This is an optimization exercise on Yosys and OpenROAD, whose aim is small area and a short achievable clock period, not a production implementation. The RTL was checked by simulation tests, not by an equivalence proof against the original design. Power is estimated from default activity; no workload was simulated.

## smips_core
module smips_core(
    input clk,
    input reset,
    output [31:0] imem_addr,
    input  [31:0] imem_rdata,
    output [31:0] dmem_addr,
    output [31:0] dmem_wdata,
    output        dmem_we,
    input  [31:0] dmem_rdata
);
==> flow/config.mk <==
export PLATFORM = sky130hd
export DESIGN_NAME = smips_core
export DESIGN_NICKNAME = smips_core
export VERILOG_FILES = /design/flow/design.v
export SDC_FILE = /design/flow/constraint.sdc
export NUM_CORES = 4
export LEC_CHECK = 0
export CAP_MARGIN = 20
export CORE_MARGIN = 2
export CORE_UTILIZATION = 40
export SLEW_MARGIN = 20
export SYNTH_HIERARCHICAL = 1
export SYNTH_MINIMUM_KEEP_SIZE = 0
==> flow/constraint.sdc <==
create_clock -name core_clock -period 11.0 [get_ports {clk}]
set_input_delay 2.2000 -clock core_clock [delete_from_list [all_inputs] [get_ports {clk}]]
set_output_delay 2.2000 -clock core_clock [all_outputs]
set_load 0.01 [all_outputs]
run.sh (not shown) runs the stock make flow with config.mk's settings and CLKGATE_MAP_FILE= SYNTH_SCRIPT=/design/flow/synth_recipe.tcl, a recipe that flattens the netlist after the stock synthesis.
Change:
- CELL_PAD_IN_SITES_DETAIL_PLACEMENT: unset -> 1
- CTS_BUF_LIST: unset -> sky130_fd_sc_hd__clkbuf_4 sky130_fd_sc_hd__clkbuf_8
- PLACE_DENSITY: unset -> 0.5
- SETUP_SLACK_MARGIN: unset -> 4.5
Result:
- cell count grows by 4.3%
- fmax rises by 21%
- wire length grows by 23%
- total power is higher by about 5%
- sequential share of layout area falls by 2.1 points
- synthesized cell count is unchanged
- non-clock buffer count is higher by 103

---

smips_core, a different RTL version from the one above (not shown whole).
For scale: roughly 3500 cells after synthesis, ~160 I/O pins, about 51000 um^2 of cells after synthesis.
export LEC_CHECK = 0
export CAP_MARGIN = 20
export CELL_PAD_IN_SITES_DETAIL_PLACEMENT = 1
export CORE_MARGIN = 2
export CORE_UTILIZATION = 40
export PLACE_DENSITY = 0.5
export SETUP_SLACK_MARGIN = 4.5
export SLEW_MARGIN = 20
export SYNTH_HIERARCHICAL = 1
export SYNTH_MINIMUM_KEEP_SIZE = 0
create_clock -name core_clock -period 11.0 [get_ports {clk}]
standard.sh (not shown) runs the stock make flow with config.mk's settings and CLKGATE_MAP_FILE= SYNTH_SCRIPT=/design/flow/synth_recipe.tcl, a recipe that flattens the netlist after the stock synthesis.
==> flow/flow/run.sh <==
#!/bin/bash
# Standard ORFS layout (the standard.sh) with three changes:
#  - input/output ports buffered with buf_2 instead of the resizer's default pick
#  - clock tree: sink clusters of up to 25 within 100 um, clkbuf_8/16 only, no dummy loads
# Each tool's output stays in orfs/logs; make's own output goes to standard.log.
set -euo pipefail
export BUFFER_PORTS_ARGS="-buffer_cell sky130_fd_sc_hd__buf_2"
export CTS_ARGS="-sink_clustering_enable -repair_clock_nets -dont_use_dummy_load -sink_clustering_size 25 -sink_clustering_max_diameter 100 -buf_list {sky130_fd_sc_hd__clkbuf_8 sky130_fd_sc_hd__clkbuf_16}"
bash standard.sh > standard.log 2>&1
Then changed:
==> flow/flow/run.sh (replaced) <==
#!/bin/bash
# Standard ORFS layout (the standard.sh) with three changes:
#  - input/output ports buffered with buf_1 instead of the resizer's default pick
#  - clock tree: sink clusters of up to 25 within 100 um, clkbuf_8/16 only, no dummy loads
# Each tool's output stays in orfs/logs; make's own output goes to standard.log.
set -euo pipefail
export BUFFER_PORTS_ARGS="-buffer_cell sky130_fd_sc_hd__buf_1"
export CTS_ARGS="-sink_clustering_enable -repair_clock_nets -dont_use_dummy_load -sink_clustering_size 25 -sink_clustering_max_diameter 100 -buf_list {sky130_fd_sc_hd__clkbuf_8 sky130_fd_sc_hd__clkbuf_16}"
bash standard.sh > standard.log 2>&1
Global-route usage falls by 0.18 points.
Total power increases by 0.95%.
Setup slack gets better by 8.4 ps.
Synthesized area is unchanged.
Then changed:
==> flow/flow/run.sh (replaced) <==
#!/bin/bash
# Standard ORFS layout (the standard.sh) with three changes:
#  - input/output ports buffered with buf_2 instead of the resizer's default pick
#  - clock tree: larger sink clusters, clkbuf_8/16 only, no dummy loads
# Each tool's output stays in orfs/logs; make's own output goes to standard.log.
set -euo pipefail
export BUFFER_PORTS_ARGS="-buffer_cell sky130_fd_sc_hd__buf_2"
export CTS_ARGS="-sink_clustering_enable -repair_clock_nets -dont_use_dummy_load -sink_clustering_size 20 -sink_clustering_max_diameter 80 -buf_list {sky130_fd_sc_hd__clkbuf_8 sky130_fd_sc_hd__clkbuf_16}"
bash standard.sh > standard.log 2>&1
=> Synthesized area stays the same; cell area hardly moves; global-route usage came out higher by 0.31 points; total power went up by a few percent; critical path depth increases by 1; maximum frequency rises slightly.

[static timing again, ports no longer ideal]
How much do the figures lean on ideal ports? The routed layouts below were timed once more, with nothing changed but the port constraints.
Step 1 (the two cells are an assumption about what drives the block):
set clk [get_ports {clk}]
set_driving_cell -lib_cell sky130_fd_sc_hd__clkbuf_16 $clk
set_driving_cell -lib_cell sky130_fd_sc_hd__buf_2 [delete_from_list [all_inputs] $clk]
Step 2 adds t to the input delays and takes it off the output delays; t is the mean of the earliest and latest rising clock arrival at the registers after step 1. Input paths then give back, and output paths get back, about the clock's delay inside the block.
Three values: ideal ports, drivers, drivers and shift; two values: the first two.
run	shift t [ns]	slack for setup (ns)	worst register clock-pin slew, ns
the first run of note 1	0.790	2.742 / 2.714 / 2.714	0.08 / 0.08
the second run of note 1	0.977	4.169 / 4.135 / 4.135	0.07 / 0.07
the first run of note 2	0.770	4.460 / 4.395 / 4.176	0.10 / 0.10
the second run of note 2	0.764	4.469 / 4.440 / 4.088	0.11 / 0.11
the third run of note 2	0.730	4.517 / 4.494 / 4.216	0.09 / 0.09
After both steps setup and hold are still met in every run listed. For the second run of note 2, which loses most, drivers alone change the setup slack by -0.029 ns; drivers and shift together by -0.381 ns.
